Context: an optimization exercise on an open-source flow, tuned for small area, a short achievable clock period and few clock cycles. The choices shown serve that exercise and are no tape-out recipe. At most, simulation tests tie the RTL to the original design; equivalence was not proved.

== run 1 ==
==> flow/design.v <==
`timescale 1ns / 1ps
module Gcd(
	input [15:0] d1,
	input [15:0] d2,
	input clk,
	input rst,
	input start,
	output ready,
	output [15:0] gcd,
	output finished_flag
);
reg [15:0] a;
reg [15:0] b;
reg        busy;
reg        zero;    
function [15:0] pfx;
	input [15:0] v;
	integer l, i;
	begin
		pfx = v;
		for (l = 0; l < 4; l = l + 1)
			for (i = 0; i < 16; i = i + 1)
				if ((i >> l) & 1)
					pfx[i] = pfx[i] | pfx[((i >> l) << l) - 1];
	end
endfunction
function [3:0] enc;
	input [15:0] h;
	begin
		enc[0] = |(h & 16'hAAAA);
		enc[1] = |(h & 16'hCCCC);
		enc[2] = |(h & 16'hF0F0);
		enc[3] = |(h & 16'hFF00);
	end
endfunction
wire [15:0] axb = a ^ b;
wire [15:0] p   = a | b;
wire [15:0] pp  = pfx(p);
wire [15:0] px  = pfx(axb);
wire done = ~px[15] | zero;
assign ready         = ~busy | done;
assign finished_flag = busy & done;
assign gcd           = a | b;
wire [15:0] lo = p & ~{pp[14:0], 1'b0};      
wire [15:0] lx = axb & ~{px[14:0], 1'b0};    
wire b_even = ~|(b & lo);                    
wire [3:0] sd = enc(lx) - enc(lo);
wire [2:0] s  = sd[3] ? 3'd7 : sd[2:0];
reg [15:0] cg, cp;
integer li, ii;
always @* begin
	cg = a & ~b;
	cp = ~axb;
	cg[0] = cg[0] | cp[0];    
	for (li = 0; li < 4; li = li + 1)
		for (ii = (2 << li) - 1; ii < 16; ii = ii + (2 << li)) begin
			cg[ii] = cg[ii] | (cp[ii] & cg[ii - (1 << li)]);
			cp[ii] = cp[ii] & cp[ii - (1 << li)];
		end
	for (li = 2; li >= 0; li = li - 1)
		for (ii = 3 * (1 << li) - 1; ii < 16; ii = ii + (2 << li)) begin
			cg[ii] = cg[ii] | (cp[ii] & cg[ii - (1 << li)]);
			cp[ii] = cp[ii] & cp[ii - (1 << li)];
		end
end
wire [15:0] dab    = ~axb ^ {cg[14:0], 1'b1};
wire        a_lt_b = ~cg[15];
wire [15:0] dabs   = dab ^ ({px[14:0], 1'b0} & {16{a_lt_b}});
wire [15:0] a_step   = dabs >> s;
wire        b_take_a = b_even | a_lt_b;
always @(posedge clk) begin
	if (ready) begin
		a <= d1;
		b <= d2;
		zero <= ~|d1 | ~|d2;
	end else begin
		a <= a_step;
		if (b_take_a)
			b <= a;
	end
	if (~rst)
		busy <= 1'b0;
	else if (ready)
		busy <= start;
end
endmodule
Settings: LEC_CHECK=0, ABC_AREA=1, CAP_MARGIN=20, CORE_MARGIN=2, CORE_UTILIZATION=40, PLACE_DENSITY=0.6, SETUP_SLACK_MARGIN=1.4, SLEW_MARGIN=20; clock period 4.5 ns.
standard.sh (not shown) runs the stock make flow with config.mk's settings and CLKGATE_MAP_FILE= SYNTH_SCRIPT=/design/flow/synth_recipe.tcl, a recipe that flattens the netlist after the stock synthesis.
==> flow/flow/run.sh <==
#!/bin/bash
# Standard layout, except:
# - synthesis leaves the adder cells (fa/ha) to abc instead of mapping them
#   first (ADDER_MAP_FILE empty), and abc runs flow/abc.script: ORFS's area
#   script without its final upsize/dnsize passes (the layout's own repair
#   sizes the cells);
# - the port buffers are sky130_fd_sc_hd__buf_2 instead of the cell
#   buffer_ports picks by itself (clkdlybuf4s50_1).
set -euo pipefail
here=$PWD
cat > my_synth.tcl <<TCL
proc abc {args} {
  set i [lsearch -exact \$args -script]
  if {\$i >= 0} { lset args [expr {\$i + 1}] $here/flow/abc.script }
  puts "abc with script $here/flow/abc.script"
  yosys abc {*}\$args
}
TCL
cat synth_recipe.tcl >> my_synth.tcl
bash standard.sh ADDER_MAP_FILE= SYNTH_SCRIPT=$here/my_synth.tcl synth > synth.log 2>&1
bash standard.sh "BUFFER_PORTS_ARGS=-buffer_cell sky130_fd_sc_hd__buf_2" > layout.log 2>&1
==> flow/flow/abc.script <==
strash
dch
map -B 0.9
topo
stime -c
buffer -c
Testbench counts of run 1, summed over its fixed seeds: cycles 22,013.
> inputs changed (run 1 -> run 2)
Settings: a change of SETUP_SLACK_MARGIN from 1.4 to 1.0.
Notes after the runs:
Reported for run 1 and run 2, DRC violations left turned out identical to the last digit. From run 1 to run 2 the numbers moved as follows: multi-input logic portion of the cell area went down by 0.30 points; total routed wirelength went down by 2.6%. Signed area change from the synthesized netlist to the final layout for run 2 is lower than for run 1. Fraction of the cycle the final worst path needs, run 1 and run 2: higher on run 2. Run 1 leaves more setup margin than run 2. Run 1 reports its start point of the critical path as b[8] while run 2 reports a[9]. [compare] base=run 1 new=run 2: wire length of the first global-routing pass shows a reduction of 0.74%; final design instance area without fill shows a reduction of 5.1%; met2 usage in global routing shows a reduction of 0.42 points.
For run 3, these inputs were changed with respect to run 2:
Settings: SETUP_SLACK_MARGIN changed from 1.0 to 1.6.
==> notes.md <==
Number of global-route vias before repair (higher): run 3
STATUS first-iteration DRC count: run 3 loses against run 2
Between run 3 and run 2, it is run 3 whose final-layout clock-cell area share is lower, by 0.49 points.
Between run 3 and run 2, the total I/O pin count does not differ in any meaningful way.
Summary of run 3 over run 2: vertical die dimension stayed essentially flat, number of cells on the critical path saw an increase, routed wire length moved up.
As of run 3, footprint of the multi-input gates had risen by more than a quarter compared to run 2.
As far as met3 usage in global routing goes, run 2 and run 3 are indistinguishable; the numbers are identical.
The non-filler instance count after layout in run 3 was higher than what run 2 gave.
> inputs changed (run 3 -> run 4)
Settings: SETUP_SLACK_MARGIN changed from 1.6 to 1.8.
==> notes.md <==
Diff run 3..run 4 | area enclosed by the die boundary | unchanged
Taking run 3 as the reference point, the slack of the critical path of run 4 rises by 0.11 ns.
Lower final HPWL from detailed placement among run 4 and run 3: run 4
Row design area: run 4 lower / run 3 higher
~same routed via count divided by cell count in run 4 and run 3
Run 3 → run 4: largest net degree at the start of global routing shrank by about 5%; first-pass GRT wire length grew by 670 um; number of multi-input combinational cells held steady.

* * *

RTL: the design.v shown in full above, as it stands there.
clock: 4.5 ns
lec_check: 0
abc_area: 1
cap_margin: 20
core_margin: 2
core_utilization: 40
place_density: 0.6
setup_slack_margin: 1.2
slew_margin: 20
Scripts as last shown in full above: flow/flow/run.sh, flow/flow/abc.script
The first run finished clean.
Testbench counts at the start, summed over its fixed seeds: cycles 22,013.
Then changed:
SETUP_SLACK_MARGIN = 1.3   (was 1.2)
After rerunning: The new run produced a clean layout; cell count is higher slightly; utilization is higher by 0.88 points; wire length is higher slightly; setup slack improved by 0.071 ns; clock skew hardly moves; sequential share of layout area is lower by 0.38 points; global-route usage stays flat; sequential cell count stays the same.
Then changed:
SETUP_SLACK_MARGIN = 1.5   (was 1.3)
What happened: The new run completed with no timing, DRC or antenna violations. Via count is higher by 1.8%. Final cell count goes up by 1.2%. Fmax rises by 5.4%.

* * *

Another version of the RTL of Gcd (not shown whole).
Size: roughly 720 cells after synthesis, roughly 53 I/O pins.
Settings: LEC_CHECK=0, ABC_AREA=1, CAP_MARGIN=20, CORE_MARGIN=2, CORE_UTILIZATION=40, PLACE_DENSITY=0.6, SETUP_SLACK_MARGIN=1.0, SLEW_MARGIN=20; clock period 4.5 ns.
run.sh (not shown) runs the stock make flow with config.mk's settings and CLKGATE_MAP_FILE= SYNTH_SCRIPT=/design/flow/synth_recipe.tcl, a recipe that flattens the netlist after the stock synthesis.
Stock flow here: none of the scripts above is used.
The first run ran to the end with no violations.
==> next run, changes <==
==> flow/flow/run.sh (new file) <==
#!/bin/bash
# Standard layout, except that synthesis leaves the adder cells (fa/ha) to
# abc instead of mapping them first (ADDER_MAP_FILE empty).
set -euo pipefail
bash standard.sh ADDER_MAP_FILE= synth > synth.log 2>&1
bash standard.sh > layout.log 2>&1
==> flow/standard.sh (new file) <==
#!/bin/bash
# synth_recipe.tcl (not shown) runs the flow's synth.tcl, then flattens the netlist and writes it again
# the make line also repeats each setting of config.mk as NAME=value (left out here)
make -C /OpenROAD-flow-scripts/flow DESIGN_CONFIG=/design/flow/config.mk WORK_HOME=/design/flow/orfs CLKGATE_MAP_FILE= SYNTH_SCRIPT=/design/flow/synth_recipe.tcl "${@:-finish}"
Settings changed: SETUP_SLACK_MARGIN 1.0 to default.
removed: flow/run.sh
- die area came out lower by 7.8%
- synthesized cell count came out higher by 4.2%
- clock-buffer cell count is lower by 2
==> next run, changes <==
==> flow/run.sh (new file) <==
#!/bin/bash
# synth_recipe.tcl (not shown) runs the flow's synth.tcl, then flattens the netlist and writes it again
# the make line also repeats each setting of config.mk as NAME=value (left out here)
make -C /OpenROAD-flow-scripts/flow DESIGN_CONFIG=/design/flow/config.mk WORK_HOME=/design/flow/orfs CLKGATE_MAP_FILE= SYNTH_SCRIPT=/design/flow/synth_recipe.tcl finish
Settings changed: CORE_UTILIZATION 40 to 65, PLACE_DENSITY 0.6 to 0.8, SETUP_SLACK_MARGIN from default to 0.6.
removed: flow/flow/run.sh
removed: flow/standard.sh
Flip-flop and latch count stays the same.
Cell count fell by 4.7%.
Setup slack improved by 0.12 ns.
Register-to-register slack is better by 0.12 ns.
Routed wire length went up by about 2.8%.
==> next run, changes <==
Settings changed: CORE_UTILIZATION 65 to 40, PLACE_DENSITY 0.8 to 0.6, SETUP_SLACK_MARGIN 0.6 to 0.
After rerunning: The changed run completed without violations; clock skew drops by 0.0037 ns; non-clock buffer count drops by 16; wire length drops by a few percent; core utilization drops by 33 points; via count drops by roughly a tenth; synthesized area is unchanged.
No functional check of the RTL was part of any run of this note.

* * *

== run A ==
Gcd, a different RTL version from the one above (not shown whole).
For scale: ~33 flip-flops, ~3800 um^2 of cells after synthesis.
export LEC_CHECK = 0
export ABC_AREA = 1
export CAP_MARGIN = 20
export CORE_MARGIN = 2
export CORE_UTILIZATION = 40
export PLACE_DENSITY = 0.6
export SETUP_SLACK_MARGIN = 1.2
export SLEW_MARGIN = 20
create_clock -name core_clock -period 4.5 [get_ports {clk}]
standard.sh (not shown) runs the stock make flow with config.mk's settings and CLKGATE_MAP_FILE= SYNTH_SCRIPT=/design/flow/synth_recipe.tcl, a recipe that flattens the netlist after the stock synthesis.
==> flow/flow/run.sh <==
#!/bin/bash
# Standard layout, except:
# - synthesis leaves the adder cells (fa/ha) to abc instead of mapping them
#   first (ADDER_MAP_FILE empty), and abc runs flow/abc.script: ORFS's area
#   script without its final upsize/dnsize passes (the layout's own repair
#   sizes the cells);
# - the port buffers are sky130_fd_sc_hd__buf_1 instead of the cell
#   buffer_ports picks by itself (clkdlybuf4s50_1).
set -euo pipefail
here=$PWD
cat > my_synth.tcl <<TCL
proc abc {args} {
  set i [lsearch -exact \$args -script]
  if {\$i >= 0} { lset args [expr {\$i + 1}] $here/flow/abc.script }
  puts "abc with script $here/flow/abc.script"
  yosys abc {*}\$args
}
TCL
cat synth_recipe.tcl >> my_synth.tcl
bash standard.sh ADDER_MAP_FILE= SYNTH_SCRIPT=$here/my_synth.tcl synth > synth.log 2>&1
bash standard.sh "BUFFER_PORTS_ARGS=-buffer_cell sky130_fd_sc_hd__buf_1" > layout.log 2>&1
Scripts as last shown in full above: flow/flow/abc.script
Testbench counts of run A, summed over its fixed seeds: cycles 21,896.
[inputs] run B vs run A
==> flow/flow/run.sh <==
#!/bin/bash
# Standard layout, except:
# - synthesis leaves the adder cells (fa/ha) to abc instead of mapping them
#   first (ADDER_MAP_FILE empty);
# - the port buffers are sky130_fd_sc_hd__buf_2 instead of the cell
#   buffer_ports picks by itself (clkdlybuf4s50_1).
set -euo pipefail
bash standard.sh ADDER_MAP_FILE= synth > synth.log 2>&1
bash standard.sh "BUFFER_PORTS_ARGS=-buffer_cell sky130_fd_sc_hd__buf_2" > layout.log 2>&1
removed: flow/flow/abc.script
Notes after the runs:
The higher global-route usage came out of run B. Sort run B and run A by via total after detailed routing, descending, and run A comes first. In run B, share of synthesized area occupied by flip-flops and latches is lower than in run A.
--- input diff run B..run C ---
# run B
export LEC_CHECK = 0
export ABC_AREA = 1
export CAP_MARGIN = 20
export CORE_MARGIN = 2
export CORE_UTILIZATION = 40
export PLACE_DENSITY = 0.6
export SETUP_SLACK_MARGIN = 1.2
export SLEW_MARGIN = 20
create_clock -name core_clock -period 4.5 [get_ports {clk}]
# run C
export LEC_CHECK = 0
export ABC_AREA = 1
export CAP_MARGIN = 20
export CORE_MARGIN = 2
export CORE_UTILIZATION = 55
export PLACE_DENSITY = 0.7
export SETUP_SLACK_MARGIN = 1.2
export SLEW_MARGIN = 20
create_clock -name core_clock -period 4.5 [get_ports {clk}]
-- flow/flow/run.sh --
<<< run B, line 4
#   first (ADDER_MAP_FILE empty);
>>> run C, line 4
#   first (ADDER_MAP_FILE empty), and abc runs flow/abc.script: ORFS's area
#   script without its final upsize/dnsize passes (the layout's own repair
#   sizes the cells);
<<< run B, line 8
bash standard.sh ADDER_MAP_FILE= synth > synth.log 2>&1
>>> run C, line 10
here=$PWD
cat > my_synth.tcl <<TCL
proc abc {args} {
  set i [lsearch -exact \$args -script]
  if {\$i >= 0} { lset args [expr {\$i + 1}] $here/flow/abc.script }
  puts "abc with script $here/flow/abc.script"
  yosys abc {*}\$args
}
TCL
cat synth_recipe.tcl >> my_synth.tcl
bash standard.sh ADDER_MAP_FILE= SYNTH_SCRIPT=$here/my_synth.tcl synth > synth.log 2>&1
==> flow/flow/abc.script (new file) <==
strash
dch
map -B 0.9
topo
stime -c
buffer -c
Run C finished all stages; the layout is clean. Per the comparison of run C with run B, fmax fell about 0.43%, global-route usage up 8.0 points, number of non-filler instances in the completed layout shows a reduction of 4.5%, peak per-stage delay on the critical path went down by 0.03 ns. Clock period minus worst slack on run C is behind run B.
Inputs modified between run C and run D:
# run C
export LEC_CHECK = 0
export ABC_AREA = 1
export CAP_MARGIN = 20
export CORE_MARGIN = 2
export CORE_UTILIZATION = 55
export PLACE_DENSITY = 0.7
export SETUP_SLACK_MARGIN = 1.2
export SLEW_MARGIN = 20
create_clock -name core_clock -period 4.5 [get_ports {clk}]
# run D
export LEC_CHECK = 0
export ABC_AREA = 1
export CAP_MARGIN = 20
export CORE_MARGIN = 2
export CORE_UTILIZATION = 40
export PLACE_DENSITY = 0.6
export SETUP_SLACK_MARGIN = 1.2
export SLEW_MARGIN = 20
create_clock -name core_clock -period 4.5 [get_ports {clk}]
-- flow/flow/abc.script --
<<< run C, line 2
dch
>>> run D, line 2
dch -f
Notes after the runs:
Higher final routed wirelength across all metal layers goes to run D over run C.
Across both runs, post-CTS setup buffer count was higher for run D than for run C.
Comparing the two runs side by side, run D comes out ahead of run C on via total after detailed routing.
Looking at library cell contributing the largest single delay on the critical path, the sky130_fd_sc_hd__edfxtp_1 result is from run C; the sky130_fd_sc_hd__nor4_1 one comes from run D.
Compare run C and run D | utilization lower: run D
Summary: post-layout instance area, run D worse than run C
In the tables for run C and run D, worst setup slack after layout reads higher with run C.

* * *

Another version of the RTL of Gcd (not shown whole).
For scale: roughly 33 flip-flops, about 53 I/O pins.
clock: 4.5 ns
lec_check: 0
abc_area: 1
cap_margin: 20
core_margin: 2
core_utilization: 40
place_density: 0.6
setup_slack_margin: 1.4
slew_margin: 20
==> flow/flow/run.sh <==
#!/bin/bash
# Standard layout, except that synthesis leaves the adder cells (fa/ha) to
# abc instead of mapping them first (ADDER_MAP_FILE empty).
set -euo pipefail
bash standard.sh ADDER_MAP_FILE= synth > synth.log 2>&1
bash standard.sh > layout.log 2>&1
Testbench counts at the start, summed over its fixed seeds: cycles 21,359.
==> next run, changes <==
- SETUP_SLACK_MARGIN: 1.4 -> 0
Register-to-register slack got worse by 0.58 ns.
Setup slack got worse by 0.58 ns.
Fmax fell by 16%.
Die area stays the same.
Global-route usage fell by 0.50 points.
==> next run, changes <==
- SETUP_SLACK_MARGIN: 0 -> 0.8
Clock skew barely changes.
Clock-buffer cell count does not change.
First-iteration DRC count came out higher by about 0.5%.
Wire length climbs by about 1.5%.
Design area rises by 2.0%.
Final cell count came out higher by 1.2%.

[port drivers added, routing unchanged]
The flow's constraints put no driver on any port. The routed layouts listed below were extracted and timed again, unchanged, in two steps. Step 1 assumes that a clkbuf_16 drives the clock port and a buf_2 every other input. Step 2, shift: input delay + t, output delay - t, t = (earliest + latest rising clock arrival at the registers) / 2. This alone moves slack from input paths to output paths. a / b / c = ideal / step 1 / step 2; a / b = the first two.
run | t (ns) | setup WS [ns] | hold slack, ns | worst setup path at the end | latest minus earliest clock arrival (ns)
run 1 | 0.320 | 1.565 / 1.539 / 1.604 | 0.654 / 0.654 / 0.654 | register to register | 0.006 / 0.005
run 2 | 0.321 | 1.241 / 1.215 / 1.283 | 0.656 / 0.656 / 0.656 | register to register | 0.007 / 0.007
run 3 | 0.322 | 1.607 / 1.607 / 1.607 | 0.654 / 0.654 / 0.654 | register to register | 0.007 / 0.007
run 4 | 0.316 | 1.713 / 1.711 / 1.713 | 0.646 / 0.646 / 0.646 | register to register | 0.013 / 0.013
the first run of note 2 | 0.317 | 1.373 / 1.348 / 1.405 | 0.643 / 0.643 / 0.643 | register to register | 0.005 / 0.005
the second run of note 2 | 0.319 | 1.444 / 1.419 / 1.484 | 0.650 / 0.650 / 0.650 | register to register | 0.007 / 0.007
the third run of note 2 | 0.320 | 1.600 / 1.600 / 1.600 | 0.651 / 0.651 / 0.651 | register to register | 0.008 / 0.007
the first run of note 3 | 0.332 | 1.060 / 1.060 / 1.060 | 0.610 / 0.610 / 0.610 | register to register | 0.008 / 0.007
the second run of note 3 | 0.316 | 0.555 / 0.555 / 0.555 | 0.726 / 0.726 / 0.726 | register to register | 0.013 / 0.014
the third run of note 3 | 0.330 | 0.674 / 0.666 / 0.674 | 0.623 / 0.623 / 0.623 | register to register | 0.012 / 0.013
the fourth run of note 3 | 0.333 | 0.385 / 0.385 / 0.385 | 0.667 / 0.667 / 0.667 | register to register | 0.009 / 0.009
run A | 0.328 | 1.369 / 1.341 / 1.382 | 0.685 / 0.685 / 0.685 | register to register | 0.011 / 0.011
run B | 0.324 | 1.333 / 1.303 / 1.483 | 0.635 / 0.635 / 0.635 | register to register | 0.012 / 0.011
run C | 0.317 | 1.319 / 1.292 / 1.438 | 0.662 / 0.662 / 0.662 | register to register | 0.011 / 0.012
run D | 0.322 | 1.232 / 1.203 / 1.411 | 0.698 / 0.698 / 0.698 | register to register | 0.008 / 0.008
the first run of note 5 | 0.314 | 1.414 / 1.414 / 1.414 | 0.670 / 0.670 / 0.670 | register to register | 0.007 / 0.006
the second run of note 5 | 0.312 | 0.833 / 0.814 / 0.833 | 0.699 / 0.699 / 0.699 | register to register | 0.007 / 0.006
the third run of note 5 | 0.315 | 0.973 / 0.942 / 1.120 | 0.712 / 0.712 / 0.712 | register to register | 0.007 / 0.007
After both steps every run listed still meets setup and hold.
